Background: an optimization exercise with open tools, aiming at small area. Do not read the settings as production practice.
Function was checked by simulation only, so behaviour that the tests miss may differ from the original.
No activity file was given, so power comes from the tool's default toggle rates. No driver is modelled on the clock port, so clocking that relies on it looks cheaper here than on a real chip.

==> design/flow/config.mk <==
export PLATFORM = sky130hd
export DESIGN_NAME = UARTinterface
export DESIGN_NICKNAME = UARTinterface
export VERILOG_FILES = /design/flow/design.v
export SDC_FILE = /design/flow/constraint.sdc
export NUM_CORES = 8
export LEC_CHECK = 0
export CAP_MARGIN = 10
export CORE_MARGIN = 2
export CORE_UTILIZATION = 50
export CTS_BUF_LIST = sky130_fd_sc_hd__clkbuf_16
export CTS_CLUSTER_DIAMETER = 100
export CTS_CLUSTER_SIZE = 28
export PLACE_DENSITY = 0.65
export SLEW_MARGIN = 10
==> design/flow/constraint.sdc <==
create_clock -name core_clock -period 10.0 [get_ports {CLK}]
set_input_delay 2.0000 -clock core_clock [delete_from_list [all_inputs] [get_ports {CLK}]]
set_output_delay 2.0000 -clock core_clock [all_outputs]
set_load 0.01 [all_outputs]
==> design/flow/design.v <==
module baudPLL(
		input CLK, RST, SET,
		input [31:0] BAUDRATE,
		output reg BAUD_TICK, BAUD_TICK_X32
	);
	reg [31:0] baudrate_reg, baud_left, oversample_left;
	wire [31:0] baudrate_next = SET ? BAUDRATE : baudrate_reg;
	wire baud_hit = (baud_left == 32'd1);
	wire over_hit = (oversample_left == 32'd1);
	always@(posedge CLK or negedge RST) begin
		if (~RST) begin
			baudrate_reg <= 32'd0;
			baud_left <= 32'd1;
			oversample_left <= 32'd0;
			BAUD_TICK <= 1'b0;
			BAUD_TICK_X32 <= 1'b0;
		end else begin
			baudrate_reg <= baudrate_next;
			baud_left <= (SET | baud_hit) ? baudrate_next : baud_left - 32'd1;
			oversample_left <= (SET | over_hit) ? {5'd0, baudrate_next[31:5]} : oversample_left - 32'd1;
			BAUD_TICK <= ~SET & baud_hit;
			BAUD_TICK_X32 <= ~SET & over_hit;
		end
	end
endmodule
module fifo_buffer #(parameter W = 9) (
		input CLK, RST, RD, WR,
		input  [W-1:0] DIN,
		output [W-1:0] RDATA,
		output NOT_EMPTY, FULL
	);
	reg [8:0] wp, rp;
	always@(posedge CLK or negedge RST) begin
		if (~RST) begin
			wp <= 9'd0;
			rp <= 9'd0;
		end else begin
			if (WR) wp <= wp + 9'd1;
			if (RD) rp <= rp + 9'd1;
		end
	end
	wire same = (wp[7:0] == rp[7:0]);
	assign NOT_EMPTY = ~(same & (wp[8] == rp[8]));
	assign FULL = same & (wp[8] != rp[8]);
	wire [W-1:0] term [0:255];
	wire clr_ok = ~FULL | WR;
	genvar i;
	generate
		for (i = 0; i < 256; i = i + 1) begin : word
			wire ws = (wp[7:0] == i);
			wire we = WR & ws;
			wire wc = clr_ok & ws;
			wire rs = (rp[7:0] == i);
			reg [W-1:0] m;
			always@(posedge CLK)
				m <= (m & {W{~wc}}) | (DIN & {W{we}});
			assign term[i] = m & {W{rs}};
		end
	endgenerate
	reg [W-1:0] rd_or;
	integer k;
	always@(*) begin
		rd_or = {W{1'b0}};
		for (k = 0; k < 256; k = k + 1)
			rd_or = rd_or | term[k];
	end
	assign RDATA = rd_or;
endmodule
module rx_fifo #(parameter W = 9) (
		input CLK, RST, RD, WR,
		input  [W-1:0] DIN,
		output [W-1:0] RDATA,
		output NOT_EMPTY
	);
	reg [W-1:0] ring [0:247];
	reg [W-1:0] ob [0:7];
	reg [W-1:0] pend;
	reg pending;
	reg full;              
	reg [7:0] wpp, xpp;    
	reg [2:0] obw, obr;
	reg [3:0] obc;         
	wire ring_empty = (wpp == xpp) & ~full;
	wire room = ~obc[3] | RD;
	wire ext_do = ~ring_empty & ~|xpp[2:0] & room;
	wire pend_ob = pending & ring_empty & room;
	wire direct = WR & ring_empty & ~pending & room;
	wire ob_we = ext_do | pend_ob | direct;
	wire ins = pending & ~pend_ob & ~full & (wpp == 8'd247);
	wire [W-1:0] ext = ring[{xpp[7:3], 3'b000}];
	wire [W-1:0] ob_din = ~ring_empty ? ext : (pending ? pend : DIN);
	assign RDATA = ob[obr];
	assign NOT_EMPTY = |obc;
	always@(posedge CLK) begin
		ring[0] <= ins ? pend : ring[247];
		if (WR) pend <= DIN;
		if (ob_we) ob[obw] <= ob_din;
	end
	genvar i;
	generate
		for (i = 1; i < 248; i = i + 1) begin : rot
			always@(posedge CLK) ring[i] <= ring[i-1];
		end
	endgenerate
	always@(posedge CLK or negedge RST) begin
		if (~RST) begin
			pending <= 1'b0;
			full <= 1'b0;
			wpp <= 8'd0;
			xpp <= 8'd0;
			obw <= 3'd0;
			obr <= 3'd0;
			obc <= 4'd0;
		end else begin
			pending <= (WR & ~direct) | (pending & ~ins & ~pend_ob);
			full <= (full & ~ext_do) | (ins & ~ext_do & (xpp == 8'd246));
			if (~ins) wpp <= (wpp == 8'd247) ? 8'd0 : wpp + 8'd1;
			if (~ext_do) xpp <= (xpp == 8'd247) ? 8'd0 : xpp + 8'd1;
			if (ob_we) obw <= obw + 3'd1;
			if (RD) obr <= obr + 3'd1;
			obc <= obc + {3'd0, ob_we} - {3'd0, RD};
		end
	end
endmodule
module tx_fifo (
		input CLK, RST, RD, WR,
		input  [7:0] DIN,
		output [7:0] RDATA,
		output NOT_EMPTY, FULL
	);
	reg [7:0] ring [0:248];
	reg [7:0] q [0:7];
	reg [7:0] head;
	reg [2:0] qw, qr;
	reg [3:0] qc;          
	reg [7:0] wpp, rpp;    
	reg [8:0] cnt;         
	wire [7:0] qhead = q[qr];
	wire ring_empty = (cnt == {5'd0, qc});
	wire ring_full = (wpp == rpp) & ~ring_empty;
	wire at_ins = (&wpp[2:0]) | (&wpp[7:3]);
	wire aligned = at_ins & ~ring_full;
	wire xfer = (|qc) & aligned;
	wire deq = xfer | (RD & ring_empty);
	wire at_ext = ~|rpp[2:0];
	wire [7:0] ext = ring[{rpp[7:3], 3'b000}] ^ {8{rpp[3]}};
	assign RDATA = ring_empty ? qhead : (at_ext ? ext : head);
	assign NOT_EMPTY = |cnt;
	assign FULL = cnt[8];
	always@(posedge CLK) begin
		ring[0] <= ~((xfer & (&wpp[7:3])) ? ~qhead : ring[248]);
		if (WR) q[qw] <= DIN;
		if (at_ext) head <= ext;
	end
	genvar i;
	generate
		for (i = 1; i < 249; i = i + 1) begin : rot
			if (i % 8 == 0) begin : ins
				always@(posedge CLK)
					ring[i] <= ~((xfer & (&wpp[2:0]) & (wpp[7:3] == i / 8 - 1)) ? ((i / 8) % 2 ? qhead : ~qhead) : ring[i-1]);
			end else begin : sh
				always@(posedge CLK) ring[i] <= ring[i-1];
			end
		end
	endgenerate
	always@(posedge CLK or negedge RST) begin
		if (~RST) begin
			qw <= 3'd0;
			qr <= 3'd0;
			qc <= 4'd0;
			wpp <= 8'd0;
			rpp <= 8'd0;
			cnt <= 9'd0;
		end else begin
			if (WR) qw <= qw + 3'd1;
			if (deq) qr <= qr + 3'd1;
			qc <= qc + {3'd0, WR} - {3'd0, deq};
			if (~deq) wpp <= (&wpp[7:3]) ? 8'd0 : wpp + 8'd1;
			if (~RD) rpp <= (&rpp[7:3]) ? 8'd0 : rpp + 8'd1;
			cnt <= cnt + {8'd0, WR} - {8'd0, RD};
		end
	end
endmodule
module tx(
		input CLK, BAUD, RST, POP,
		input [7:0] DATA,
		input [1:0] MODE,
		output reg TX,
		output BUSY
	);
	localparam [2:0] tx_idle   = 3'd0,
	                 tx_start  = 3'd1,
	                 tx_send   = 3'd2,
	                 tx_parity = 3'd3,
	                 tx_stop   = 3'd4,
	                 tx_sync   = 3'd5;
	reg [2:0] tx_state;
	reg [7:0] buffer;
	reg [2:0] count;
	assign BUSY = (tx_state != tx_idle);
	always@(posedge CLK)
		if (POP) buffer <= DATA;
	always@(posedge CLK or negedge RST) begin
		if (~RST) begin
			TX <= 1'b1;
			tx_state <= tx_idle;
			count <= 3'b0;
		end else begin
			case (tx_state)
				tx_idle:
					begin
						TX <= 1'b1;
						if (POP) tx_state <= tx_sync;
					end
				tx_sync:
					begin
						TX <= 1'b1;
						if (BAUD) tx_state <= tx_start;
					end
				tx_start:
					begin
						TX <= 1'b0;
						if (BAUD) tx_state <= tx_send;
					end
				tx_send:
					begin
						TX <= buffer[count];
						if (BAUD) begin
							count <= count + 3'd1;
							if (count == 3'd7)
								tx_state <= (MODE == 2'b00) ? tx_stop : tx_parity;
						end
					end
				tx_parity:
					begin
						TX <= (^buffer) ^ (MODE == 2'b01);
						if (BAUD) tx_state <= tx_stop;
					end
				tx_stop:
					begin
						TX <= 1'b1;
						if (BAUD) tx_state <= tx_idle;
					end
				default:
					begin
						TX <= 1'b1;
						tx_state <= tx_idle;
					end
			endcase
		end
	end
endmodule
module rx(
		input CLK, TICK, RST, RX,
		input [1:0] MODE,
		output reg DATA_DONE,
		output reg [7:0] DATA,
		output reg PARITY
	);
	localparam [2:0] rx_idle   = 3'd0,
	                 rx_data   = 3'd1,
	                 rx_parity = 3'd2,
	                 rx_start  = 3'd3,
	                 rx_stop   = 3'd4;
	reg [2:0] rx_state;
	reg [4:0] sample_count;
	reg [2:0] data_buffer_pos;
	wire mid = (sample_count == 5'd16);
	always@(posedge CLK)
		if (TICK & mid & (rx_state == rx_data))
			DATA <= {RX, DATA[7:1]};
	always@(posedge CLK or negedge RST) begin
		if (~RST) begin
			rx_state <= rx_idle;
			sample_count <= 5'b0;
			data_buffer_pos <= 3'b0;
			DATA_DONE <= 1'b0;
			PARITY <= 1'b0;
		end else begin
			DATA_DONE <= 1'b0;
			if (TICK) begin
				sample_count <= sample_count + 5'd1;
				case (rx_state)
					rx_idle:
						if (~RX) begin
							sample_count <= 5'b0;
							data_buffer_pos <= 3'b0;
							rx_state <= rx_start;
						end
					rx_start:
						if (mid) rx_state <= RX ? rx_idle : rx_data;
					rx_data:
						if (mid) begin
							data_buffer_pos <= data_buffer_pos + 3'd1;
							if (data_buffer_pos == 3'd7) begin
								if (MODE == 2'b00) begin
									PARITY <= 1'b0;
									rx_state <= rx_stop;
								end else
									rx_state <= rx_parity;
							end
						end
					rx_parity:
						if (mid) begin
							PARITY <= RX;
							rx_state <= rx_stop;
						end
					rx_stop:
						if (mid) begin
							DATA_DONE <= 1'b1;
							rx_state <= rx_idle;
						end
					default:
						rx_state <= rx_idle;
				endcase
			end
		end
	end
endmodule
module UARTinterface(
		input CLK, RST, WRITE_TO_TX_BUFFER, READ_BUFFER, SET_BR, SET_MODE,
		input [31:0] DATA_IN__CONFIG,
		output [7:0] DATA_OUT,
		output INTERRUPT, BUSY, PARITY,
		input RX,
		output TX
	);
	wire baudclk, baudclkx32;
	baudPLL pll(
		.CLK(CLK),
		.RST(RST),
		.SET(SET_BR),
		.BAUDRATE(DATA_IN__CONFIG),
		.BAUD_TICK(baudclk),
		.BAUD_TICK_X32(baudclkx32)
	);
	reg [1:0] mode;
	always@(posedge CLK or negedge RST) begin
		if (~RST)
			mode <= 2'b0;
		else if (SET_MODE)
			mode <= DATA_IN__CONFIG[1:0];
	end
	wire tx_avail, tx_busy;
	wire [7:0] tx_byte;
	wire tx_pop = tx_avail & ~tx_busy;
	tx_fifo tx_buffer(
		.CLK(CLK),
		.RST(RST),
		.RD(tx_pop),
		.WR(WRITE_TO_TX_BUFFER),
		.DIN(DATA_IN__CONFIG[7:0]),
		.RDATA(tx_byte),
		.NOT_EMPTY(tx_avail),
		.FULL(BUSY)
	);
	tx tx(
		.CLK(CLK),
		.BAUD(baudclk),
		.RST(RST),
		.POP(tx_pop),
		.DATA(tx_byte),
		.MODE(mode),
		.TX(TX),
		.BUSY(tx_busy)
	);
	wire [7:0] rx_byte;
	wire rx_done, rx_parity;
	wire [8:0] rx_word;
	reg  [8:0] current_read;
	rx rx(
		.CLK(CLK),
		.TICK(baudclkx32),
		.RST(RST),
		.RX(RX),
		.MODE(mode),
		.DATA_DONE(rx_done),
		.DATA(rx_byte),
		.PARITY(rx_parity)
	);
	rx_fifo #(.W(9)) rx_buffer(
		.CLK(CLK),
		.RST(RST),
		.RD(READ_BUFFER),
		.WR(rx_done),
		.DIN({rx_parity, rx_byte}),
		.RDATA(rx_word),
		.NOT_EMPTY(INTERRUPT)
	);
	always@(posedge CLK)
		if (READ_BUFFER) current_read <= rx_word;
	assign DATA_OUT = current_read[7:0];
	assign PARITY = current_read[8];
endmodule
==> design/flow/flow/run.sh <==
#!/bin/bash
# Layout flow: the standard flow (standard.sh) unchanged, with two settings
# passed through the environment to the ORFS scripts:
#  - ports are buffered with the smallest buffer, sky130_fd_sc_hd__buf_1;
#  - clock tree synthesis does not add dummy loads.
# The whole output of the flow goes to flow_run.log in this folder; each ORFS
# step also keeps its own log under orfs/logs.
set -o pipefail
export BUFFER_PORTS_ARGS="-buffer_cell sky130_fd_sc_hd__buf_1"
export CTS_ARGS="-sink_clustering_enable -repair_clock_nets -dont_use_dummy_load -buf_list sky130_fd_sc_hd__buf_12 -sink_clustering_size 28 -sink_clustering_max_diameter 100"
bash standard.sh > flow_run.log 2>&1
==> design/flow/standard.sh <==
#!/bin/bash
# synth_recipe.tcl (not shown) runs the flow's synth.tcl, then flattens the netlist and writes it again
# the make line also repeats each setting of config.mk as NAME=value (left out here)
make -C /OpenROAD-flow-scripts/flow DESIGN_CONFIG=/design/flow/config.mk WORK_HOME=/design/flow/orfs CLKGATE_MAP_FILE= SYNTH_SCRIPT=/design/flow/synth_recipe.tcl "${@:-finish}"
==> results.txt, run 1 <==
Cell Rows 170; total internal power 0.0227 W; Max Fanout on Critical Path 14; global-route met3 utilization 3.02%; clock sinks 4,585; clock insertion delay at the later pin of the skew report 0.82 ns; Total Routing Usage GR 17.9%; result of the run finished clean; total of cells resized after clock tree synthesis 0; x dimension of the die 469 µm; worst r2r dst rx_buffer.ob[4][7]; Iter 0 DRT Violations 3,646; leading register cell type out of synthesis sky130_fd_sc_hd__dfxtp_1; area taken by flip-flops and latches 0.0944 mm²; placer congestion estimate 0.950; number of synthesized flops with an enable pin 170; Yosys Warn Count 8; Congestion Overflow GR 0; root buffer cell sky130_fd_sc_hd__buf_12; antenna violations before repair 11; Crit. End Element flip-flop; number of hold-repair buffers added at the cts stage 0; layout overhead on the synthesized area 6.98%; number of global-route vias before repair 44.9k; register ranked first by flip-flop count rx_buffer.ring; length of the first detailed-routing pass in iterations 10; Hold Crit Class flip-flop to flip-flop; flip-flop and latch count after synthesis 4,585; post-route minimum period 4.69 ns; portion of the post-synthesis area used by sequential elements 87.2%; Detail Placement HPWL 132,000 µm; number of maximum-capacitance violations 0; cell area power density 257 mW/mm²; die extent in y 469 µm; Finish-stage setup viols 0; fraction of layout cells with a size suffix above 1 6.51%; number of buffers on the longest clock path 3; Initial Utilization 50.4%; Least-Margin Pin Slew 1.33 ns; most common cell after layout, fill and taps aside sky130_fd_sc_hd__dfxtp_1; Unique masters post-synth 82; Pwr Total 0.0298 W; met1 GRT Util 25.1%; Worst setup SP type primary input; clock slew at the register clock pins of the worst setup and hold paths 0.11 ns; worst clock skew 0.104 ns; area occupied by multi-input gates 0.0131 mm²; Net Count, Synth 6,572; clock network fraction of design power 26.6%; Critical R2R Launch rx_buffer.xpp[6]; via density per instance 4.82; Global Route met2 Usage 28.2%; H-tree depth 4; Psw 0.00708 W; Worst EP arrival 5.12 ns; pre-CTS worst setup slack 4.50 ns; postcts setup bufs 0; detail-routed net length per standard cell 21.1 µm; sequential fraction of design power 65.8%; first-pass GRT wire length 292,000 µm; overall via count from detail_route 45.8k; max-slew headroom at the worst pin 9.38%; input/output buffers 50; fraction of power spent switching nets 23.8%; worst-case reg-to-reg path depth 6; residual antenna-violating net count after detailed routing 0; detailed-route DRC error count 0; Final #Nets 6,737; Largest register FFs 2,232; final-report max-slew violation count 0; TritonCTS clock tree built; io pins 51; Mapped Cells 6,486; total die area 0.220 mm²; total CTS buffers 184; most used routing layer met2; worst setup path start READ_BUFFER; Comb pwr share 7.6%; count of final hold-check violations 0; most frequent cells in the layout sky130_fd_sc_hd__dfxtp_1, sky130_fd_sc_hd__mux2i_1, sky130_fd_sc_hd__buf_12, sky130_fd_sc_hd__dfrtp_1, sky130_fd_sc_hd__edfxtp_1; worst setup path endpoint rx_buffer.ob[4][7]; final period utilization 46.9%; Fill cells 17.1k; setup repair after global routing missed its margin no; largest net degree at the start of global routing 161; reg-to-reg slack, setup 5.42 ns; Syn Std Cell Area 0.108 mm²; critical path class primary input to flip-flop; Avg Cell Area, Syn 16.7 µm²; Peak VDD IR 0.214 mV; overall routed net length 200,000 µm; Worst EP required 10.43 ns; largest registers in the final layout rx_buffer.ring (2232), tx_buffer.ring (1992), rx_buffer.ob (72); final-layout setup total negative slack 0 ns; placeable core region 0.215 mm²; Leak 45.2 nW; worst setup margin 5.31 ns; top achievable clock speed 0.213 GHz; proportion of synthesized flip-flops having asynchronous set or reset 3.99%
## power groups by stage
stage | combinational (W) | sequential, W | clock, W
6_report | 0.00227 | 0.0196 | 0.00793
3_5_place_dp | 0.00228 | 0.0200 | 0
3_3_place_gp | 0.00223 | 0.0200 | 0
4_1_cts | 0.00229 | 0.0196 | 0.00814
5_1_grt | 0.00239 | 0.0197 | 0.00876
2_1_floorplan | 0.00130 | 0.0197 | 0
## metrics by stage
step	std cells	utilization, %	instance area, µm²	hold WS (ns)
floorplan	6486	-	108000	0.310
global placement	9302	52.2	112000	0.310
detailed placement	9302	52.2	112000	0.312
CTS	9486	53.9	116000	0.233
global route	9487	53.9	116000	0.245
finish	9492	53.9	116000	0.234
## area by class of cell
type / instances / share of cell area [%]
diodes: 5 / 0.0108
clock buffers: 184 / 3.18
inverters: 80 / 0.259
multi-input cells: 1683 / 11.3
flip-flops and latches: 4585 / 81.5
well taps: 2838 / 3.07
repair buffers: 117 / 0.610
## critical path, cell delays in order
cell and delay, ns:
sky130_fd_sc_hd__buf_1 0.53, sky130_fd_sc_hd__nor2_1 0.25, sky130_fd_sc_hd__a211oi_1 0.94, sky130_fd_sc_hd__nand2b_1 0.36, sky130_fd_sc_hd__nor3b_1 1.03
## synthesized netlist by cell type (45+ instances only)
library cell               instances  area [µm²]
sky130_fd_sc_hd__nand3_1         105         526
sky130_fd_sc_hd__xor2_1           45         394
sky130_fd_sc_hd__xnor2_1          69         604
sky130_fd_sc_hd__clkbuf_1        102         383
sky130_fd_sc_hd__edfxtp_1        170        5100
sky130_fd_sc_hd__inv_1            80         300
sky130_fd_sc_hd__nor2_1          150         563
sky130_fd_sc_hd__dfxtp_1        4232       84700
sky130_fd_sc_hd__mux2_2           59         664
sky130_fd_sc_hd__mux2i_1         328        3280
sky130_fd_sc_hd__nor3_1           53         265
sky130_fd_sc_hd__a22oi_1          78         586
sky130_fd_sc_hd__dfrtp_1         181        4530
sky130_fd_sc_hd__o21ai_0          54         270
sky130_fd_sc_hd__a21oi_1          75         375
sky130_fd_sc_hd__nand2_1         125         469
## how the worst min path moves through the flow
stage | start | end | slack (ns) | cells after the start
after floorplan | rx_buffer.ring[99][0] | rx_buffer.ring[100][0] | 0.31 | 0
after global placement | tx_buffer.ring[41][7] | tx_buffer.ring[42][7] | 0.31 | 0
after detailed placement | rx_buffer.ring[102][0] | rx_buffer.ring[103][0] | 0.31 | 0
after CTS | tx_buffer.ring[141][0] | tx_buffer.ring[142][0] | 0.23 | 0
after global routing | tx_buffer.ring[141][0] | tx_buffer.ring[142][0] | 0.25 | 0
final | tx_buffer.ring[141][0] | tx_buffer.ring[142][0] | 0.23 | 0
## cell families after synthesis
family	share of synthesized area [%]
buffers and inverters	0.804
multiplexers	4.42
XOR/XNOR	0.923
AO/OA/AOI/OAI	2.80
flip-flops	87.2
AND/OR/NAND/NOR	3.26
adder cells (fa/ha/maj)	0.564
## per-layer routing
| metal | vias to the layer above | wire length (µm) |
|---|---|---|
| li1 | 21700 | - |
| met1 | 22700 | 93100 |
| met2 | 1028 | 90200 |
| met3 | 346 | 9520 |
| met4 | 0 | 7120 |
| met5 | - | 0 |
==> run 2, diff against run 1 <==
--- a/design/flow/flow/run.sh
+++ b/design/flow/flow/run.sh
@@ -8,4 +8,4 @@
 set -o pipefail
 export BUFFER_PORTS_ARGS="-buffer_cell sky130_fd_sc_hd__buf_1"
-export CTS_ARGS="-sink_clustering_enable -repair_clock_nets -dont_use_dummy_load -buf_list sky130_fd_sc_hd__buf_12 -sink_clustering_size 28 -sink_clustering_max_diameter 100"
+export CTS_ARGS="-sink_clustering_enable -repair_clock_nets -dont_use_dummy_load -buf_list sky130_fd_sc_hd__buf_12 -sink_clustering_size 32 -sink_clustering_max_diameter 70"
 bash standard.sh > flow_run.log 2>&1
--- a/design/flow/config.mk
+++ b/design/flow/config.mk
@@ -10,6 +10,6 @@
 export CORE_UTILIZATION = 50
 export CTS_BUF_LIST = sky130_fd_sc_hd__clkbuf_16
-export CTS_CLUSTER_DIAMETER = 100
-export CTS_CLUSTER_SIZE = 28
+export CTS_CLUSTER_DIAMETER = 70
+export CTS_CLUSTER_SIZE = 32
 export PLACE_DENSITY = 0.65
 export SLEW_MARGIN = 10
==> run 2 against run 1 <==
Still clean on timing, DRC and antenna; design area fell by 0.18%; global-route usage shrank 0.053 points; power is 0.68% lower; largest cell class unchanged; highest routed layer unchanged.
==> results.txt, run 2 <==
length of the first detailed-routing pass in iterations 5; Avg Cell Area, Syn 16.7 µm²; result of the run finished clean; Yosys Warn Count 8; leading cell type by number of instances after synthesis sky130_fd_sc_hd__dfxtp_1; flip-flop and latch count after synthesis 4,585; number of synthesized flops with an enable pin 170; H-tree depth 4; Total Routing Usage GR 17.8%; total CTS buffers 174; proportion of synthesized flip-flops having asynchronous set or reset 3.99%; max-slew headroom at the worst pin 13.6%; number of hold-repair buffers added at the cts stage 0; total of cells resized after clock tree synthesis 0; Peak VDD IR 0.262 mV; total instance count after detailed placement 9,302; Worst EP required 10.37 ns; Crit. End Element flip-flop; Hold Crit Class flip-flop to flip-flop; fraction of post-synthesis cell area in the top cell type by area 78.3%; area taken by flip-flops and latches 0.0944 mm²; post-place instance area 0.112 mm²; Net Count, Synth 6,572; number of maximum-capacitance violations 0; Congestion Overflow GR 0; register ranked first by flip-flop count rx_buffer.ring; critical path class primary input to flip-flop; worst clock skew 0.125 ns; Slowest-stage cell, CP sky130_fd_sc_hd__nor3b_1; total die area 0.220 mm²; clock slew at the register clock pins of the worst setup and hold paths 0.10 ns; TritonCTS clock tree built; top achievable clock speed 0.212 GHz; fraction of layout cells with a size suffix above 1 6.37%; clock insertion delay at the later pin of the skew report 0.86 ns; x dimension of the die 469 µm; detailed-route DRC error count 0; Least-Margin Pin Slew 1.26 ns; Detail Placement HPWL 132,000 µm; antenna violations before repair 10; placer congestion estimate 0.950; worst-case reg-to-reg path depth 6; Area contributors post-synth sky130_fd_sc_hd__dfxtp_1, sky130_fd_sc_hd__edfxtp_1, sky130_fd_sc_hd__dfrtp_1, sky130_fd_sc_hd__mux2i_1, sky130_fd_sc_hd__mux4_2; Unique masters post-synth 82; family with the most delay on the worst path simple AND/OR/NAND/NOR gates; final period utilization 47.1%; Iter 0 DRT Violations 3,672; root buffer cell sky130_fd_sc_hd__buf_12; clock sinks 4,585; Final #Nets 6,727; largest net degree at the start of global routing 161; Leak 45.1 nW; number of global-route vias before repair 44.6k; Max Fanout on Critical Path 14; Worst setup SP type primary input; overall via count from detail_route 45.6k; overall routed net length 200,000 µm; final-layout setup total negative slack 0 ns; worst stage delay on the critical path 1.04 ns; die extent in y 469 µm; cell depth of the worst min-delay path 0; Largest register FFs 2,232; Fill cells 17.1k; residual antenna-violating net count after detailed routing 0; Finish-stage setup viols 0; buffering stage count on the worst path with inverters included 1; post-route minimum period 4.71 ns; Mapped Cells 6,486; leading register cell type out of synthesis sky130_fd_sc_hd__dfxtp_1; portion of the post-synthesis area used by sequential elements 87.2%; postcts setup bufs 0; input/output buffers 50; most frequent cells after synthesis sky130_fd_sc_hd__dfxtp_1, sky130_fd_sc_hd__mux2i_1, sky130_fd_sc_hd__dfrtp_1, sky130_fd_sc_hd__edfxtp_1, sky130_fd_sc_hd__nor2_1; first-pass GRT wire length 291,000 µm; number of buffers on the longest clock path 3; layout overhead on the synthesized area 6.79%; share of the core filled with cells 53.8%; io pins 51; final cell count without fillers 9,480; reg-to-reg slack, setup 5.38 ns; cell area power density 256 mW/mm²; setup repair after global routing missed its margin no; most frequent cells in the layout sky130_fd_sc_hd__dfxtp_1, sky130_fd_sc_hd__mux2i_1, sky130_fd_sc_hd__dfrtp_1, sky130_fd_sc_hd__buf_12, sky130_fd_sc_hd__edfxtp_1; detail-routed net length per standard cell 21.1 µm; area occupied by multi-input gates 0.0131 mm²; series of cell instances along the critical path buf_1 > nor2_1 > a211oi_1 > nand2b_1 > nor3b_1; most common cell after layout, fill and taps aside sky130_fd_sc_hd__dfxtp_1; cell depth of the worst setup path 5; hold_ws 0.225 ns; Cell Rows 170; via density per instance 4.81; final-report max-slew violation count 0; count of final hold-check violations 0; dominant cell type by area after synthesis sky130_fd_sc_hd__dfxtp_1; Initial Utilization 50.4%; placeable core region 0.215 mm²; largest registers in the final layout rx_buffer.ring (2232), tx_buffer.ring (1992), rx_buffer.ob (72); Worst EP arrival 5.08 ns; final std cell area, no fill 0.116 mm²; Syn Std Cell Area 0.108 mm²
==> run 2: changes by cell type in the layout (fill, tap and decap cells not counted), sizes merged <==
cell   before  now
buf       299  289
diode       5    3
==> run 2: area by class of cell <==
class / count / share of cell area, %
flip-flops and latches: 4585 / 81.7
multi-input cells: 1683 / 11.3
repair buffers: 117 / 0.611
inverters: 80 / 0.260
well taps: 2838 / 3.07
diodes: 3 / 0.00650
clock buffers: 174 / 3.01
==> run 2: routing by layer <==
| layer | global-route usage, % | routed length (µm) | up-vias |
|---|---|---|---|
| met3 | 2.97 | 8920 | 344 |
| met5 | 0 | 0 | - |
| li1 | - | - | 21600 |
| met2 | 28.2 | 90300 | 1023 |
| met4 | 5.99 | 6900 | 0 |
| met1 | 25.1 | 93600 | 22500 |
==> run 2: final timing paths <==
| kind | from | endpoint |
|---|---|---|
| min | rx_buffer.ring[75][4] | rx_buffer.ring[76][4] |
| min in group asynchronous | RST | tx_buffer.wpp[7] |
| max reg2reg | rx_buffer.xpp[6] | rx_buffer.ob[4][4] |
| max | READ_BUFFER | rx_buffer.ob[4][4] |
| min reg2reg | rx_buffer.ring[75][4] | rx_buffer.ring[76][4] |
| max in group asynchronous | RST | rx_buffer.obr[0] |
==> run 2: cell families (layout without fill, tap and decap cells) <==
group / after synthesis / after routing / synth area share [%]
AOI/OAI and AO/OA: 423 / 423 / 2.80
buffers and inverters: 218 / 371 / 0.804
xor gates and xnor gates: 114 / 114 / 0.923
muxes: 424 / 424 / 4.42
DFF: 4585 / 4585 / 87.2
other: 0 / 3 / 0
adders and majority gates: 47 / 47 / 0.564
and+or+nand+nor: 675 / 675 / 3.26
==> run 2: stage by stage <==
stage,worst slack (ns),total power [W]
detailed placement,4.50,0.0223
CTS,5.36,0.0298
finish,5.29,0.0296
global route,5.06,0.0306
floorplan,6.08,0.0210
global placement,4.68,0.0222
==> run 2: report_power, final <==
group | total [W] | internal [W] | switching (W)
clock network | 0.00773 | 0.00271 | 0.00502
registers | 0.0196 | 0.0191 | 0.000476
logic | 0.00226 | 0.000727 | 0.00154
==> run 3, diff against run 2 <==
--- a/design/flow/flow/run.sh
+++ b/design/flow/flow/run.sh
@@ -8,4 +8,4 @@
 set -o pipefail
 export BUFFER_PORTS_ARGS="-buffer_cell sky130_fd_sc_hd__buf_1"
-export CTS_ARGS="-sink_clustering_enable -repair_clock_nets -dont_use_dummy_load -buf_list sky130_fd_sc_hd__buf_12 -sink_clustering_size 32 -sink_clustering_max_diameter 70"
+export CTS_ARGS="-sink_clustering_enable -repair_clock_nets -dont_use_dummy_load -buf_list sky130_fd_sc_hd__clkbuf_16 -sink_clustering_size 30 -sink_clustering_max_diameter 100"
 bash standard.sh > flow_run.log 2>&1
--- a/design/flow/config.mk
+++ b/design/flow/config.mk
@@ -10,6 +10,6 @@
 export CORE_UTILIZATION = 50
 export CTS_BUF_LIST = sky130_fd_sc_hd__clkbuf_16
-export CTS_CLUSTER_DIAMETER = 70
-export CTS_CLUSTER_SIZE = 32
+export CTS_CLUSTER_DIAMETER = 100
+export CTS_CLUSTER_SIZE = 30
 export PLACE_DENSITY = 0.65
 export SLEW_MARGIN = 10
==> run 3 against run 2 <==
Critical path depth stayed put; critical path type unchanged; worst hold slack gained 0.025 ns; via count up 0.40%; still clean; global-route usage about the same; sequential share of layout area decreased by 0.61 points.
==> results.txt, run 3 <==
cell area power density 257 mW/mm²; Critical R2R Launch rx_buffer.xpp[6]; Fill cells 17.0k; first-pass GRT wire length 291,000 µm; cell depth of the worst min-delay path 0; Cell Rows 170; H-tree depth 4; detail-routed net length per standard cell 21.1 µm; most common cell after layout, fill and taps aside sky130_fd_sc_hd__dfxtp_1; x dimension of the die 469 µm; number of buffers on the longest clock path 3; hold_ws 0.250 ns; worst r2r dst rx_buffer.ob[4][2]; placeable core region 0.215 mm²; Initial Utilization 50.4%; residual antenna-violating net count after detailed routing 0; Total Routing Usage GR 17.8%; overall routed net length 200,000 µm; Least-Margin Pin Slew 1.31 ns; dominant cell type by area after synthesis sky130_fd_sc_hd__dfxtp_1; result of the run finished clean; fraction of post-synthesis cell area in the top cell type by area 78.3%; setup repair after global routing missed its margin no; Worst EP arrival 5.09 ns; die extent in y 469 µm; io pins 51; max-slew headroom at the worst pin 10.6%; TritonCTS clock tree built; total instance count after detailed placement 9,302; Net Count, Synth 6,572; total die area 0.220 mm²; number of maximum-capacitance violations 0; count of final hold-check violations 0; adder-cell area share of the yosys netlist 0.564%; worst-case reg-to-reg path depth 6; final cell count without fillers 9,481; overall via count from detail_route 45.7k; portion of the post-synthesis area used by sequential elements 87.2%; antenna violations before repair 11; worst clock skew 0.108 ns; Leak 45.6 nW; most frequent cells after synthesis sky130_fd_sc_hd__dfxtp_1, sky130_fd_sc_hd__mux2i_1, sky130_fd_sc_hd__dfrtp_1, sky130_fd_sc_hd__edfxtp_1, sky130_fd_sc_hd__nor2_1; endpoint of the worst hold path rx_buffer.ring[179][4]; post-place instance area 0.112 mm²; Finish-stage setup viols 0; Area contributors post-synth sky130_fd_sc_hd__dfxtp_1, sky130_fd_sc_hd__edfxtp_1, sky130_fd_sc_hd__dfrtp_1, sky130_fd_sc_hd__mux2i_1, sky130_fd_sc_hd__mux4_2; mux share of post-synthesis cell area 4.42%; critical path class primary input to flip-flop; launch instance of the worst min-delay path rx_buffer.ring[178][4]; compound-gate portion of the synthesized area 2.80%; number of hold-repair buffers added at the cts stage 0; root buffer cell sky130_fd_sc_hd__clkbuf_16; post-route minimum period 4.64 ns; leading register cell type out of synthesis sky130_fd_sc_hd__dfxtp_1; reg-to-reg slack, setup 5.43 ns; postcts setup bufs 0; Crit. End Element flip-flop; total of cells resized after clock tree synthesis 0; Peak VDD IR 0.240 mV; Hold Crit Class flip-flop to flip-flop; Syn Std Cell Area 0.108 mm²; via density per instance 4.82; number of global-route vias before repair 44.7k; Final #Nets 6,727; proportion of synthesized flip-flops having asynchronous set or reset 3.99%; Worst EP required 10.46 ns; detailed-route DRC error count 0; Unique masters post-synth 82; total CTS buffers 174; Congestion Overflow GR 0; largest registers in the final layout rx_buffer.ring (2232), tx_buffer.ring (1992), rx_buffer.ob (72); clock slew at the register clock pins of the worst setup and hold paths 0.10 ns; layout overhead on the synthesized area 7.60%; top achievable clock speed 0.216 GHz; length of the first detailed-routing pass in iterations 6; Worst setup SP type primary input; Max Fanout on Critical Path 14; clock sinks 4,585; post-synthesis xor/xnor area fraction 0.923%; placer congestion estimate 0.950; leading cell type by number of instances after synthesis sky130_fd_sc_hd__dfxtp_1; Synth Area in Simple Gates 3.26%; register ranked first by flip-flop count rx_buffer.ring; final period utilization 46.4%; Largest register FFs 2,232; Mapped Cells 6,486; most frequent cells in the layout sky130_fd_sc_hd__dfxtp_1, sky130_fd_sc_hd__mux2i_1, sky130_fd_sc_hd__dfrtp_1, sky130_fd_sc_hd__clkbuf_16, sky130_fd_sc_hd__edfxtp_1; final-layout setup total negative slack 0 ns; final std cell area, no fill 0.116 mm²; number of synthesized flops with an enable pin 170; input/output buffers 50; Detail Placement HPWL 132,000 µm; Yosys Warn Count 8; Avg Cell Area, Syn 16.7 µm²; fraction of layout cells with a size suffix above 1 6.37%; flip-flop and latch count after synthesis 4,585; largest family of logic cells by synthesized area multiplexers; largest net degree at the start of global routing 161; Iter 0 DRT Violations 3,731; clock insertion delay at the later pin of the skew report 0.85 ns; final-report max-slew violation count 0
[run 3: cell counts after synthesis]
No cell type changed its count.
[run 3: worst max-delay path: stages]
cell	delay, ns
sky130_fd_sc_hd__buf_1	0.52
sky130_fd_sc_hd__nor2_1	0.25
sky130_fd_sc_hd__a211oi_1	0.92
sky130_fd_sc_hd__nand2b_1	0.36
sky130_fd_sc_hd__nor3b_1	1.03
[run 3: cells by family after synthesis]
| logic type | count (synthesis) |
|---|---|
| fa+ha+maj | 47 |
| compound gates | 423 |
| mux | 424 |
| xor+xnor | 114 |
| simple gates | 675 |
| buf+inv | 218 |
| flops | 4585 |
[run 3: layout make-up]
type	instances	area (µm²)	share of cell area [%]
clock buffer	174	4350	3.74
timing repair buffer	117	706	0.606
inverter	80	300	0.258
antenna	4	10.0	0.00860
multi-input combinational	1683	13100	11.3
tap	2838	3550	3.05
sequential	4585	94400	81.1
[run 3: worst max path at each step]
stage | from | end | slack (ns) | cells past startpoint
detailed placement | READ_BUFFER | rx_buffer.ob[2][2] | 4.50 | 5
global placement | READ_BUFFER | rx_buffer.ob[5][2] | 4.68 | 5
CTS | READ_BUFFER | rx_buffer.ob[5][2] | 5.42 | 5
floorplan | READ_BUFFER | rx_buffer.ob[3][0] | 6.08 | 4
global route | READ_BUFFER | rx_buffer.ob[4][8] | 5.15 | 5
finish | READ_BUFFER | rx_buffer.ob[4][2] | 5.36 | 5
[run 3: power breakdown]
group	switching [W]	leakage [nW]	internal, W	total [W]
Combinational	0.00154	5.33	0.000728	0.00227
Clock	0.00493	2.14	0.00314	0.00807
Sequential	0.000477	38.1	0.0191	0.0196
[run 3: metrics by stage]
step	worst slack (ns)	power (W)	utilization, %
floorplan	6.08	0.0210	-
global placement	4.68	0.0222	52.2
detailed placement	4.50	0.0223	52.2
CTS	5.42	0.0302	54.2
global route	5.15	0.0310	54.2
finish	5.36	0.0299	54.2
[run 3: layer usage]
| metal | vias to the layer above | part of all wire (%) | wire, µm | global-route usage, % |
|---|---|---|---|---|
| met5 | - | 0 | 0 | 0 |
| met4 | 0 | 3.7 | 7490 | 6.43 |
| met3 | 372 | 4.8 | 9630 | 2.95 |
| met2 | 1068 | 45 | 89700 | 28.1 |
| met1 | 22600 | 47 | 93100 | 25.0 |
| li1 | 21700 | - | - | - |
==> run 4, diff against run 3 <==
==> design/flow/flow/run.sh (replaced) <==
#!/bin/bash
# Layout flow: the standard flow (standard.sh) unchanged, with settings
# passed through the environment to the ORFS scripts:
#  - ports are buffered with the smallest buffer, sky130_fd_sc_hd__buf_1;
#  - clock tree synthesis builds the tree from sky130_fd_sc_hd__buf_12 (as
#    strong as clkbuf_16 at the leaf loads here, with 20% less area), clusters
#    up to 30 sinks within 70 um per leaf buffer and adds no dummy loads.
# The whole output of the flow goes to flow_run.log in this folder; each ORFS
# step also keeps its own log under orfs/logs.
set -o pipefail
export BUFFER_PORTS_ARGS="-buffer_cell sky130_fd_sc_hd__buf_1"
export CTS_ARGS="-sink_clustering_enable -repair_clock_nets -dont_use_dummy_load -buf_list sky130_fd_sc_hd__buf_12 -sink_clustering_size 30 -sink_clustering_max_diameter 70"
bash standard.sh > flow_run.log 2>&1
--- a/design/flow/config.mk
+++ b/design/flow/config.mk
@@ -10,5 +10,5 @@
 export CORE_UTILIZATION = 50
 export CTS_BUF_LIST = sky130_fd_sc_hd__clkbuf_16
-export CTS_CLUSTER_DIAMETER = 100
+export CTS_CLUSTER_DIAMETER = 70
 export CTS_CLUSTER_SIZE = 30
 export PLACE_DENSITY = 0.65
==> run 4 against run 3 <==
Sequential share of layout area up 0.48 points; non-clock buffer count unchanged; via count shrank 0.18%; setup slack lost 0.086 ns; design area fell by 0.59%; utilization down 0.32 points; worst hold slack improved by 0.0021 ns; final cell count about the same; synthesized cell count unchanged; power decreased by 0.57%; largest cell class unchanged.
==> results.txt, run 4 <==
result of the run finished clean; Comb pwr share 7.6%; cell area power density 257 mW/mm²; family with the most delay on the worst path simple AND/OR/NAND/NOR gates; Area contributors post-synth sky130_fd_sc_hd__dfxtp_1, sky130_fd_sc_hd__edfxtp_1, sky130_fd_sc_hd__dfrtp_1, sky130_fd_sc_hd__mux2i_1, sky130_fd_sc_hd__mux4_2; input/output buffers 50; worst stage delay on the critical path 1.03 ns; detailed-route DRC error count 0; total length of routed met3 wires 9130 µm; Avg Cell Area, Syn 16.7 µm²; Yosys Warn Count 8; Net Count, Synth 6,572; buffering stage count on the worst path with inverters included 1; Slowest-stage cell, CP sky130_fd_sc_hd__nor3b_1; max-slew headroom at the worst pin 15.2%; detail-routed net length per standard cell 21.0 µm; most frequent cells after synthesis sky130_fd_sc_hd__dfxtp_1, sky130_fd_sc_hd__mux2i_1, sky130_fd_sc_hd__dfrtp_1, sky130_fd_sc_hd__edfxtp_1, sky130_fd_sc_hd__nor2_1; Hold Crit Class flip-flop to flip-flop; clock network fraction of design power 26.5%; Mapped Cells 6,486; top achievable clock speed 0.212 GHz; Iter 0 DRT Violations 3,662; Final #Nets 6,736; clock sinks 4,585; residual antenna-violating net count after detailed routing 0; Initial Utilization 50.4%; leading cell type by number of instances after synthesis sky130_fd_sc_hd__dfxtp_1; Syn Std Cell Area 0.108 mm²; met2 wirelength from detailed routing 89,900 µm; Unique masters post-synth 82; TritonCTS clock tree built; number of buffers on the longest clock path 3; post-place instance area 0.112 mm²; H-tree depth 4; Congestion Overflow GR 0; number of synthesized flops with an enable pin 170; antenna violations before repair 12; highest metal layer with signal wires met4; Largest register FFs 2,232; placeable core region 0.215 mm²; flip-flop and latch count after synthesis 4,585; fraction of layout cells with a size suffix above 1 6.50%; length of the first detailed-routing pass in iterations 5; largest registers in the final layout rx_buffer.ring (2232), tx_buffer.ring (1992), rx_buffer.ob (72); total internal power 0.0227 W; root buffer cell sky130_fd_sc_hd__buf_12; via density per instance 4.81; placer congestion estimate 0.950; final-report max-slew violation count 0; register ranked first by flip-flop count rx_buffer.ring; Crit. End Element flip-flop; io pins 51; fraction of post-synthesis cell area in the top cell type by area 78.3%; overall via count from detail_route 45.7k; portion of the post-synthesis area used by sequential elements 87.2%; most frequent cells in the layout sky130_fd_sc_hd__dfxtp_1, sky130_fd_sc_hd__mux2i_1, sky130_fd_sc_hd__buf_12, sky130_fd_sc_hd__dfrtp_1, sky130_fd_sc_hd__edfxtp_1; total of cells resized after clock tree synthesis 0; Total Routing Usage GR 17.8%; dominant cell type by area after synthesis sky130_fd_sc_hd__dfxtp_1; Leak 45.2 nW; Finish-stage setup viols 0; reg-to-reg slack, setup 5.38 ns; Max Fanout on Critical Path 14; Detail Placement HPWL 132,000 µm; overall routed net length 200,000 µm; fraction of power spent switching nets 23.7%; number of global-route vias before repair 44.6k; Least-Margin Pin Slew 1.24 ns; first-pass GRT wire length 291,000 µm; sequential fraction of design power 65.8%; final-layout setup total negative slack 0 ns; final std cell area, no fill 0.116 mm²; share of the core filled with cells 53.9%; Psw 0.00706 W; worst clock skew 0.113 ns; layout overhead on the synthesized area 6.96%; proportion of synthesized flip-flops having asynchronous set or reset 3.99%; Peak VDD IR 0.207 mV; met1 layer wirelength in the final routing 93,300 µm; critical path class primary input to flip-flop; Worst setup SP type primary input; Cell Rows 170; count of final hold-check violations 0; clock insertion delay at the later pin of the skew report 0.82 ns; Worst EP arrival 5.09 ns; post-route minimum period 4.72 ns; total die area 0.220 mm²; postcts setup bufs 0; total CTS buffers 183; Worst EP required 10.37 ns; die extent in y 469 µm; leading register cell type out of synthesis sky130_fd_sc_hd__dfxtp_1; x dimension of the die 469 µm; largest net degree at the start of global routing 161; number of maximum-capacitance violations 0; final period utilization 47.2%; number of hold-repair buffers added at the cts stage 0; clock slew at the register clock pins of the worst setup and hold paths 0.08 ns; setup repair after global routing missed its margin no; most common cell after layout, fill and taps aside sky130_fd_sc_hd__dfxtp_1; series of cell instances along the critical path buf_1 > nor2_1 > a211oi_1 > nand2b_1 > nor3b_1
run 4: metal layers:
| metal | GRT usage (%) | up-vias |
|---|---|---|
| li1 | - | 21700 |
| met1 | 25.1 | 22600 |
| met2 | 28.1 | 1030 |
| met3 | 2.91 | 352 |
| met4 | 6.18 | 0 |
| met5 | 0 | - |
run 4: per-stage QoR:
stage	hold WS [ns]	instances	setup WS [ns]	power [W]
finish	0.252	9490	5.28	0.0297
detailed placement	0.312	9302	4.50	0.0223
global placement	0.310	9302	4.68	0.0222
global route	0.251	9486	5.06	0.0308
floorplan	0.310	6486	6.08	0.0210
CTS	0.238	9485	5.35	0.0300
run 4: worst paths after layout:
kind | end | startpoint | cells after the start
setup / recovery | rx_buffer.ob[4][4] | READ_BUFFER | 5
hold / removal | tx_buffer.ring[245][1] | tx_buffer.ring[244][1] | 0
setup reg to reg | rx_buffer.ob[4][4] | rx_buffer.xpp[6] | 6
hold reg to reg | tx_buffer.ring[245][1] | tx_buffer.ring[244][1] | 0
max in group asynchronous | rx_buffer.obr[0] | RST | 2
min in group asynchronous | tx_buffer.rpp[3] | RST | 1
run 4: worst reg2reg max path, cell delays in order (launching register included):
cell                       delay (ns)
sky130_fd_sc_hd__dfrtp_1         0.55
sky130_fd_sc_hd__xnor2_1         0.27
sky130_fd_sc_hd__nand3_1         0.10
sky130_fd_sc_hd__or4_1           0.82
sky130_fd_sc_hd__a211oi_1        1.04
sky130_fd_sc_hd__nand2b_1        0.35
sky130_fd_sc_hd__nor3b_1         1.03
run 4: final cells by class:
class | instances | area [µm²]
tap | 2838 | 3550
multi-input combinational | 1683 | 13100
clock buffer | 183 | 3660
fill | 17100 | 99100
timing repair buffer | 117 | 706
antenna | 4 | 10.0
inverter | 80 | 300
sequential | 4585 | 94400
run 4: cell families after synthesis:
kind of cell	Yosys count	synth area share [%]
compound gates	423	2.80
xor+xnor	114	0.923
fa+ha+maj	47	0.564
buf+inv	218	0.804
flops	4585	87.2
mux	424	4.42
simple gates	675	3.26
run 4: power by group through the flow:
stage          clock [W]  sequential [W]  combinational [W]
6_report         0.00789          0.0196            0.00227
5_1_grt          0.00873          0.0197            0.00239
4_1_cts          0.00811          0.0196            0.00229
3_5_place_dp           0          0.0200            0.00228
3_3_place_gp           0          0.0200            0.00223
2_1_floorplan          0          0.0197            0.00130
==> run 5, diff against run 4 <==
==> design/flow/flow/run.sh (replaced) <==
#!/bin/bash
# Layout flow: the standard flow (standard.sh) unchanged, with settings
# passed through the environment to the ORFS scripts:
#  - ports are buffered with the smallest buffer, sky130_fd_sc_hd__buf_1;
#  - clock tree synthesis builds the tree from sky130_fd_sc_hd__buf_12 (as
#    strong as clkbuf_16 at the leaf loads here, with 20% less area), clusters
#    up to 31 sinks within 70 um per leaf buffer and adds no dummy loads.
# The whole output of the flow goes to flow_run.log in this folder; each ORFS
# step also keeps its own log under orfs/logs.
set -o pipefail
export BUFFER_PORTS_ARGS="-buffer_cell sky130_fd_sc_hd__buf_1"
export CTS_ARGS="-sink_clustering_enable -repair_clock_nets -dont_use_dummy_load -buf_list sky130_fd_sc_hd__buf_12 -sink_clustering_size 31 -sink_clustering_max_diameter 70"
bash standard.sh > flow_run.log 2>&1
--- a/design/flow/config.mk
+++ b/design/flow/config.mk
@@ -6,10 +6,10 @@
 export NUM_CORES = 8
 export LEC_CHECK = 0
-export CAP_MARGIN = 10
+export CAP_MARGIN = 5
 export CORE_MARGIN = 2
 export CORE_UTILIZATION = 50
 export CTS_BUF_LIST = sky130_fd_sc_hd__clkbuf_16
 export CTS_CLUSTER_DIAMETER = 70
-export CTS_CLUSTER_SIZE = 30
+export CTS_CLUSTER_SIZE = 31
 export PLACE_DENSITY = 0.65
-export SLEW_MARGIN = 10
+export SLEW_MARGIN = 5
==> run 5 against run 4 <==
Clock skew grew 0.022 ns; critical path depth is the same; design area shrank 0.10%; sequential cell count is the same; power shrank 0.37%; register-to-register slack is essentially flat; critical path type unchanged; critical endpoint is now rx_buffer.ob[2][8]; largest cell class unchanged.
==> results.txt, run 5 <==
Detail Placement HPWL 132,000 µm; Hold Crit Class flip-flop to flip-flop; Initial Utilization 50.4%; layout overhead on the synthesized area 6.85%; io pins 51; clock slew at the register clock pins of the worst setup and hold paths 0.10 ns; Least-Margin Pin Slew 1.26 ns; detailed-route DRC error count 0; Worst setup SP type primary input; overall routed net length 200,000 µm; proportion of synthesized flip-flops having asynchronous set or reset 3.99%; via density per instance 4.81; flip-flop and latch count after synthesis 4,585; fraction of layout cells with a size suffix above 1 6.37%; Iter 0 DRT Violations 3,469; result of the run finished clean; final period utilization 47.5%; setup repair after global routing missed its margin no; total of cells resized after clock tree synthesis 0; Yosys Warn Count 8; Final #Nets 6,730; clock insertion delay at the later pin of the skew report 0.83 ns; cell area power density 256 mW/mm²; dominant cell type by area after synthesis sky130_fd_sc_hd__dfxtp_1; leading register cell type out of synthesis sky130_fd_sc_hd__dfxtp_1; input/output buffers 50; sequential fraction of design power 66.1%; largest registers in the final layout rx_buffer.ring (2232), tx_buffer.ring (1992), rx_buffer.ob (72); clock sinks 4,585; Max Fanout on Critical Path 14; Fill cells 17.1k; worst clock skew 0.135 ns; most common cell after layout, fill and taps aside sky130_fd_sc_hd__dfxtp_1; length of the first detailed-routing pass in iterations 6; postcts setup bufs 0; Largest register FFs 2,232; total CTS buffers 178; Peak VDD IR 0.343 mV; Psw 0.00703 W; TritonCTS clock tree built; Net Count, Synth 6,572; Leak 45.1 nW; count of final hold-check violations 0; final-report max-slew violation count 0; die extent in y 469 µm; number of buffers on the longest clock path 3; hold_ws 0.200 ns; H-tree depth 4; final-layout setup total negative slack 0 ns; Cell Rows 170; antenna violations before repair 13; Worst EP arrival 5.15 ns; detail-routed net length per standard cell 21.0 µm; Congestion Overflow GR 0; most frequent cells after synthesis sky130_fd_sc_hd__dfxtp_1, sky130_fd_sc_hd__mux2i_1, sky130_fd_sc_hd__dfrtp_1, sky130_fd_sc_hd__edfxtp_1, sky130_fd_sc_hd__nor2_1; Crit. End Element flip-flop; top achievable clock speed 0.210 GHz; placer congestion estimate 0.950; critical path class primary input to flip-flop; clock network fraction of design power 26.3%; first-pass GRT wire length 291,000 µm; overall via count from detail_route 45.6k; Unique masters post-synth 82; x dimension of the die 469 µm; number of maximum-capacitance violations 0; total internal power 0.0226 W; most frequent cells in the layout sky130_fd_sc_hd__dfxtp_1, sky130_fd_sc_hd__mux2i_1, sky130_fd_sc_hd__buf_12, sky130_fd_sc_hd__dfrtp_1, sky130_fd_sc_hd__edfxtp_1; Mapped Cells 6,486; residual antenna-violating net count after detailed routing 0; placeable core region 0.215 mm²; Worst EP required 10.40 ns; fraction of power spent switching nets 23.7%; largest net degree at the start of global routing 161; Avg Cell Area, Syn 16.7 µm²; max-slew headroom at the worst pin 14.0%; Syn Std Cell Area 0.108 mm²; fraction of post-synthesis cell area in the top cell type by area 78.3%; Total Routing Usage GR 17.8%; number of hold-repair buffers added at the cts stage 0; total die area 0.220 mm²; leading cell type by number of instances after synthesis sky130_fd_sc_hd__dfxtp_1; Area contributors post-synth sky130_fd_sc_hd__dfxtp_1, sky130_fd_sc_hd__edfxtp_1, sky130_fd_sc_hd__dfrtp_1, sky130_fd_sc_hd__mux2i_1, sky130_fd_sc_hd__mux4_2; Comb pwr share 7.6%; post-route minimum period 4.75 ns; portion of the post-synthesis area used by sequential elements 87.2%; root buffer cell sky130_fd_sc_hd__buf_12; register ranked first by flip-flop count rx_buffer.ring; Finish-stage setup viols 0; number of global-route vias before repair 44.5k; number of synthesized flops with an enable pin 170
==> run 5: cell count changes in the layout (fill, tap and decap cells not counted), sizes merged <==
| cell | change |
|---|---|
| buf | -6 |
| diode | -1 |
==> run 5: stage by stage <==
step	std cells	setup WS [ns]	utilization (%)	power, W	instance area (µm²)
floorplan	6486	6.08	-	0.0210	108000
global placement	9302	4.68	52.2	0.0222	112000
detailed placement	9302	4.51	52.2	0.0223	112000
CTS	9480	5.36	53.8	0.0299	116000
global route	9480	5.07	53.8	0.0307	116000
finish	9483	5.25	53.8	0.0296	116000
==> run 5: worst max-delay path, cell delays in order <==
cell and delay [ns]:
sky130_fd_sc_hd__buf_1 0.53, sky130_fd_sc_hd__nor2_1 0.26, sky130_fd_sc_hd__a211oi_1 0.93, sky130_fd_sc_hd__nand2b_1 0.32, sky130_fd_sc_hd__nor3b_1 1.10
==> run 5: per-layer routing <==
layer / track usage (%) / routed length, µm / vias to the layer above
li1: - / - / 21700
met1: 24.9 / 92800 / 22500
met2: 28.0 / 89700 / 1081
met3: 3.19 / 9800 / 350
met4: 6.43 / 7270 / 2
met5: 0 / 16 / -
==> run 5: area by class of cell <==
class / instances / area [µm²] / share of cell area [%]
sequential: 4585 / 94400 / 81.6
multi-input combinational: 1683 / 13100 / 11.3
clock buffer: 178 / 3560 / 3.08
tap: 2838 / 3550 / 3.07
timing repair buffer: 116 / 701 / 0.606
inverter: 80 / 300 / 0.260
antenna: 3 / 7.51 / 0.00649
==> run 5: power by group through the flow <==
stage	clock network (W)	registers, W	logic, W
2_1_floorplan	0	0.0197	0.00130
3_3_place_gp	0	0.0200	0.00223
3_5_place_dp	0	0.0200	0.00228
4_1_cts	0.00801	0.0196	0.00229
5_1_grt	0.00862	0.0197	0.00239
6_report	0.00780	0.0196	0.00226
==> run 5: cells by family after synthesis <==
group	after synthesis	share of synthesized area, %
XOR/XNOR	114	0.923
buffers and inverters	218	0.804
multiplexers	424	4.42
flip-flops	4585	87.2
adder cells (fa/ha/maj)	47	0.564
AO/OA/AOI/OAI	423	2.80
AND/OR/NAND/NOR	675	3.26
==> run 5: final timing paths <==
path | from | to | slack [ns] | cells past startpoint
max | READ_BUFFER | rx_buffer.ob[2][8] | 5.25 | 5
min | rx_buffer.ring[181][4] | rx_buffer.ring[182][4] | 0.20 | 0
max in group asynchronous | RST | rx_buffer.obr[1] | 7.41 | 2
min in group asynchronous | RST | tx_buffer.rpp[6] | 1.18 | 1
max reg2reg | rx_buffer.xpp[6] | rx_buffer.ob[2][8] | 5.38 | 6
min reg2reg | rx_buffer.ring[181][4] | rx_buffer.ring[182][4] | 0.20 | 0
==> run 6, diff against run 5 <==
--- a/design/flow/config.mk
+++ b/design/flow/config.mk
@@ -6,5 +6,5 @@
 export NUM_CORES = 8
 export LEC_CHECK = 0
-export CAP_MARGIN = 5
+export CAP_MARGIN = 10
 export CORE_MARGIN = 2
 export CORE_UTILIZATION = 50
@@ -13,3 +13,3 @@
 export CTS_CLUSTER_SIZE = 31
 export PLACE_DENSITY = 0.65
-export SLEW_MARGIN = 5
+export SLEW_MARGIN = 10
==> run 6 against run 5 <==
Register-to-register slack gained 0.02 ns; area after synthesis did not move; setup slack improved by 0.032 ns; sequential cell count unchanged; non-clock buffer count is 1 higher; synthesized cell count unchanged; clock skew decreased by 0.016 ns; die area is the same; maximum frequency is 0.67% higher.
==> results.txt, run 6 <==
largest registers in the final layout rx_buffer.ring (2232), tx_buffer.ring (1992), rx_buffer.ob (72); Worst EP arrival 5.09 ns; TritonCTS clock tree built; Initial Utilization 50.4%; Crit. End Element flip-flop; Net Count, Synth 6,572; Comb pwr share 7.7%; Largest register FFs 2,232; leading register cell type out of synthesis sky130_fd_sc_hd__dfxtp_1; detail-routed net length per standard cell 21.0 µm; first-pass GRT wire length 291,000 µm; Total Routing Usage GR 17.8%; Unique masters post-synth 82; layout overhead on the synthesized area 6.85%; top achievable clock speed 0.212 GHz; total internal power 0.0226 W; count of final hold-check violations 0; detailed-route DRC error count 0; Congestion Overflow GR 0; via density per instance 4.81; critical path class primary input to flip-flop; Area contributors post-synth sky130_fd_sc_hd__dfxtp_1, sky130_fd_sc_hd__edfxtp_1, sky130_fd_sc_hd__dfrtp_1, sky130_fd_sc_hd__mux2i_1, sky130_fd_sc_hd__mux4_2; number of global-route vias before repair 44.6k; clock network fraction of design power 26.3%; global-route met3 utilization 2.92%; Final #Nets 6,730; clock sinks 4,585; Least-Margin Pin Slew 1.25 ns; worst setup margin 5.28 ns; final-report max-slew violation count 0; Worst setup SP type primary input; Finish-stage setup viols 0; Peak VDD IR 0.213 mV; sequential fraction of design power 66.1%; dominant cell type by area after synthesis sky130_fd_sc_hd__dfxtp_1; die extent in y 469 µm; input/output buffers 50; largest net degree at the start of global routing 161; met1 GRT Util 25.1%; placer congestion estimate 0.950; register ranked first by flip-flop count rx_buffer.ring; total CTS buffers 177; number of maximum-capacitance violations 0; Leak 45.1 nW; total die area 0.220 mm²; clock slew at the register clock pins of the worst setup and hold paths 0.10 ns; total of cells resized after clock tree synthesis 0; post-route minimum period 4.72 ns; Psw 0.00705 W; length of the first detailed-routing pass in iterations 6; overall via count from detail_route 45.7k; worst clock skew 0.118 ns; x dimension of the die 469 µm; io pins 51; most used routing layer met2; fraction of power spent switching nets 23.8%; root buffer cell sky130_fd_sc_hd__buf_12; setup repair after global routing missed its margin no; most common cell after layout, fill and taps aside sky130_fd_sc_hd__dfxtp_1; max-slew headroom at the worst pin 14.2%; share of the core filled with cells 53.8%; number of synthesized flops with an enable pin 170; H-tree depth 4; fraction of layout cells with a size suffix above 1 6.41%; cell area power density 256 mW/mm²; hold_ws 0.239 ns; final-layout setup total negative slack 0 ns; Pwr Total 0.0296 W; Hold Crit Class flip-flop to flip-flop; leading cell type by number of instances after synthesis sky130_fd_sc_hd__dfxtp_1; flip-flop and latch count after synthesis 4,585; antenna violations before repair 12; postcts setup bufs 0; overall routed net length 200,000 µm; number of hold-repair buffers added at the cts stage 0; Max Fanout on Critical Path 14; Detail Placement HPWL 132,000 µm; final period utilization 47.2%; fraction of post-synthesis cell area in the top cell type by area 78.3%; most frequent cells after synthesis sky130_fd_sc_hd__dfxtp_1, sky130_fd_sc_hd__mux2i_1, sky130_fd_sc_hd__dfrtp_1, sky130_fd_sc_hd__edfxtp_1, sky130_fd_sc_hd__nor2_1; Yosys Warn Count 8; most frequent cells in the layout sky130_fd_sc_hd__dfxtp_1, sky130_fd_sc_hd__mux2i_1, sky130_fd_sc_hd__buf_12, sky130_fd_sc_hd__dfrtp_1, sky130_fd_sc_hd__edfxtp_1; number of buffers on the longest clock path 3; Iter 0 DRT Violations 3,675; Syn Std Cell Area 0.108 mm²; result of the run finished clean; Worst EP required 10.37 ns; residual antenna-violating net count after detailed routing 0; clock insertion delay at the later pin of the skew report 0.82 ns; Avg Cell Area, Syn 16.7 µm²; portion of the post-synthesis area used by sequential elements 87.2%; pre-CTS worst setup slack 4.50 ns; Mapped Cells 6,486; placeable core region 0.215 mm²; Global Route met2 Usage 28.0%; proportion of synthesized flip-flops having asynchronous set or reset 3.99%; Cell Rows 170
[run 6: layout make-up]
cell class	instances	area, µm²
Tap cell	2838	3550
Antenna cell	5	12.5
Clock buffer	177	3540
Sequential cell	4585	94400
Multi-Input combinational cell	1683	13100
Timing Repair Buffer	117	706
Inverter	80	300
Fill cell	17100	99200
[run 6: kinds of logic (layout without fill, tap and decap cells)]
logic type                 after synthesis  in the layout  synth area share, %
AOI/OAI and AO/OA                      423            423                 2.80
other                                    0              5                    0
and+or+nand+nor                        675            675                 3.26
buffers and inverters                  218            374                0.804
DFF                                   4585           4585                 87.2
muxes                                  424            424                 4.42
adders and majority gates               47             47                0.564
xor gates and xnor gates               114            114                0.923
[run 6: path summary, 6_finish.rpt]
check                                      start                    end  slack [ns]  cells past startpoint
max                                  READ_BUFFER     rx_buffer.ob[4][4]        5.28                      5
min                        rx_buffer.ring[75][4]  rx_buffer.ring[76][4]        0.24                      0
max reg2reg                     rx_buffer.xpp[6]     rx_buffer.ob[4][4]        5.40                      6
min reg2reg                rx_buffer.ring[75][4]  rx_buffer.ring[76][4]        0.24                      0
max in group asynchronous                    RST       rx_buffer.obr[0]        7.42                      2
min in group asynchronous                    RST       tx_buffer.wpp[5]        1.17                      1
[run 6: critical path, cell delays in order]
cell                       delay, ns
sky130_fd_sc_hd__buf_1          0.53
sky130_fd_sc_hd__nor2_1         0.25
sky130_fd_sc_hd__a211oi_1       0.91
sky130_fd_sc_hd__nand2b_1       0.35
sky130_fd_sc_hd__nor3b_1        1.04
[run 6: layer usage]
metal,vias up,part of all wire (%)
met5,-,0
met4,0,3.5
met3,341,4.8
met2,1060,45
met1,22600,47
li1,21700,-
[run 6: through the flow]
stage,cell area (µm²),std cells
2_1_floorplan,108000,6486
3_3_place_gp,112000,9302
3_5_place_dp,112000,9302
4_1_cts,116000,9479
5_1_grt,116000,9480
6_report,116000,9485
[run 6: power by group through the flow]
| stage | Combinational (W) | Sequential, W | Clock, W |
|---|---|---|---|
| after floorplan | 0.00130 | 0.0197 | 0 |
| after global placement | 0.00223 | 0.0200 | 0 |
| after detailed placement | 0.00228 | 0.0200 | 0 |
| after CTS | 0.00229 | 0.0196 | 0.00800 |
| after global routing | 0.00239 | 0.0197 | 0.00862 |
| final | 0.00227 | 0.0196 | 0.00780 |
==> run 7, diff against run 6 <==
--- a/design/flow/config.mk
+++ b/design/flow/config.mk
@@ -8,8 +8,8 @@
 export CAP_MARGIN = 10
 export CORE_MARGIN = 2
-export CORE_UTILIZATION = 50
+export CORE_UTILIZATION = 45
 export CTS_BUF_LIST = sky130_fd_sc_hd__clkbuf_16
 export CTS_CLUSTER_DIAMETER = 70
 export CTS_CLUSTER_SIZE = 31
-export PLACE_DENSITY = 0.65
+export PLACE_DENSITY = 0.6
 export SLEW_MARGIN = 10
==> run 7 against run 6 <==
Sequential cell count unchanged; utilization decreased by 5.4 points; setup slack improved by 0.33 ns; global-route usage decreased by 1.6 points; clock skew decreased by 0.0052 ns; power increased by 0.11%; wire length increased by 0.89%.
==> results.txt, run 7 <==
largest registers in the final layout rx_buffer.ring (2232), tx_buffer.ring (1992), rx_buffer.ob (72); Final #Nets 6,735; register ranked first by flip-flop count rx_buffer.ring; Iter 0 DRT Violations 3,379; clock slew at the register clock pins of the worst setup and hold paths 0.11 ns; number of global-route vias before repair 43.9k; Cell Rows 180; Comb pwr share 7.7%; worst-case reg-to-reg path depth 6; max-slew headroom at the worst pin 12.0%; post-place instance area 0.113 mm²; Total Routing Usage GR 16.2%; total internal power 0.0226 W; H-tree depth 4; share of the core filled with cells 48.4%; Yosys Warn Count 8; clock insertion delay at the later pin of the skew report 0.81 ns; number of hold-repair buffers added at the cts stage 0; final std cell area, no fill 0.116 mm²; number of synthesized flops with an enable pin 170; postcts setup bufs 0; result of the run finished clean; most frequent cells after synthesis sky130_fd_sc_hd__dfxtp_1, sky130_fd_sc_hd__mux2i_1, sky130_fd_sc_hd__dfrtp_1, sky130_fd_sc_hd__edfxtp_1, sky130_fd_sc_hd__nor2_1; leading cell type by number of instances after synthesis sky130_fd_sc_hd__dfxtp_1; Max Fanout on Critical Path 14; Leak 45.1 nW; worst setup path endpoint rx_buffer.ob[2][2]; Critical R2R Launch rx_buffer.xpp[6]; largest net degree at the start of global routing 149; via density per instance 4.61; fraction of layout cells with a size suffix above 1 6.42%; x dimension of the die 494 µm; Unique masters post-synth 82; launch instance of the worst min-delay path tx_buffer.ring[57][5]; root buffer cell sky130_fd_sc_hd__buf_12; Peak VDD IR 0.208 mV; input/output buffers 50; Mapped Cells 6,486; top achievable clock speed 0.228 GHz; most frequent cells in the layout sky130_fd_sc_hd__dfxtp_1, sky130_fd_sc_hd__mux2i_1, sky130_fd_sc_hd__buf_12, sky130_fd_sc_hd__dfrtp_1, sky130_fd_sc_hd__edfxtp_1; length of the first detailed-routing pass in iterations 6; worst setup path start READ_BUFFER; family with the most delay on the worst path simple AND/OR/NAND/NOR gates; Least-Margin Pin Slew 1.31 ns; clock network fraction of design power 26.4%; overall via count from detail_route 45.4k; layout overhead on the synthesized area 7.30%; Avg Cell Area, Syn 16.7 µm²; Slowest-stage cell, CP sky130_fd_sc_hd__a211oi_1; pre-CTS worst setup slack 4.38 ns; worst stage delay on the critical path 0.94 ns; placer congestion estimate 0.945; cell depth of the worst setup path 5; dominant cell type by area after synthesis sky130_fd_sc_hd__dfxtp_1; antenna violations before repair 12; Psw 0.00707 W; fraction of power spent switching nets 23.8%; clock sinks 4,585; Largest register FFs 2,232; io pins 51; worst r2r dst rx_buffer.ob[2][2]; Net Count, Synth 6,572; leading register cell type out of synthesis sky130_fd_sc_hd__dfxtp_1; most common cell after layout, fill and taps aside sky130_fd_sc_hd__dfxtp_1; Finish-stage setup viols 0; sequential fraction of design power 65.9%; Hold Crit Class flip-flop to flip-flop; overall routed net length 201,000 µm; Syn Std Cell Area 0.108 mm²; Worst setup SP type primary input; final-report max-slew violation count 0
==> run 7: how the worst min path moves through the flow <==
stage | end | cells past startpoint
2_1_floorplan | rx_buffer.ring[100][0] | 0
3_3_place_gp | rx_buffer.ring[90][2] | 0
3_5_place_dp | rx_buffer.ring[10][2] | 0
4_1_cts | rx_buffer.ring[117][2] | 0
5_1_grt | rx_buffer.ring[117][2] | 0
6_report | tx_buffer.ring[58][5] | 0
==> run 7: metrics by stage <==
stage	hold slack, ns	cells
finish	0.234	9842
global route	0.233	9833
CTS	0.233	9832
detailed placement	0.312	9654
global placement	0.310	9654
floorplan	0.310	6486
==> run 7: metal layers <==
| metal | wire [µm] | track usage, % |
|---|---|---|
| met5 | 13 | 0 |
| met4 | 8360 | 6.37 |
| met3 | 8400 | 2.51 |
| met2 | 88400 | 24.8 |
| met1 | 96200 | 23.2 |
==> run 7: layout make-up <==
class	instances	area (µm²)
Timing Repair Buffer	121	738
Multi-Input combinational cell	1683	13100
Fill cell	20200	124000
Inverter	80	300
Tap cell	3185	3990
Clock buffer	178	3560
Sequential cell	4585	94400
Antenna cell	10	25.0
==> run 7: cells by family after synthesis <==
kind of cell	after synthesis	synth area share (%)
buffers and inverters	218	0.804
DFF	4585	87.2
AOI/OAI and AO/OA	423	2.80
xor gates and xnor gates	114	0.923
adders and majority gates	47	0.564
and+or+nand+nor	675	3.26
muxes	424	4.42
==> run 7: power by group through the flow <==
| stage | registers [W] | logic (W) | clock network [W] |
|---|---|---|---|
| finish | 0.0196 | 0.00227 | 0.00785 |
| global route | 0.0196 | 0.00242 | 0.00868 |
| CTS | 0.0196 | 0.00232 | 0.00808 |
| detailed placement | 0.0200 | 0.00231 | 0 |
| global placement | 0.0200 | 0.00230 | 0 |
| floorplan | 0.0197 | 0.00130 | 0 |

-- port drivers added, routing unchanged --
Ports are ideal in the flow. The routed layouts listed here were re-timed in OpenROAD. Step 1 sets driving cells, clkbuf_16 on the clock port and buf_2 on the other inputs (assumed; they add their load-dependent delay and slew). Step 2, shift: input delay + t, output delay - t, t = (earliest + latest rising clock arrival at the registers) / 2. This alone moves slack from input paths to output paths. Three values: ideal, step 1, step 2; two values: the first two.
run	shift t [ns]	setup WS [ns]
run 1	0.849	5.308 / 5.372 / 4.523
run 2	0.855	5.292 / 5.359 / 4.504
run 3	0.881	5.363 / 5.431 / 4.551
run 4	0.836	5.277 / 5.341 / 4.505
run 5	0.849	5.248 / 5.314 / 4.465
run 6	0.838	5.280 / 5.345 / 4.507
run 7	0.858	5.613 / 5.671 / 4.813
After both steps every run listed still meets setup and hold.
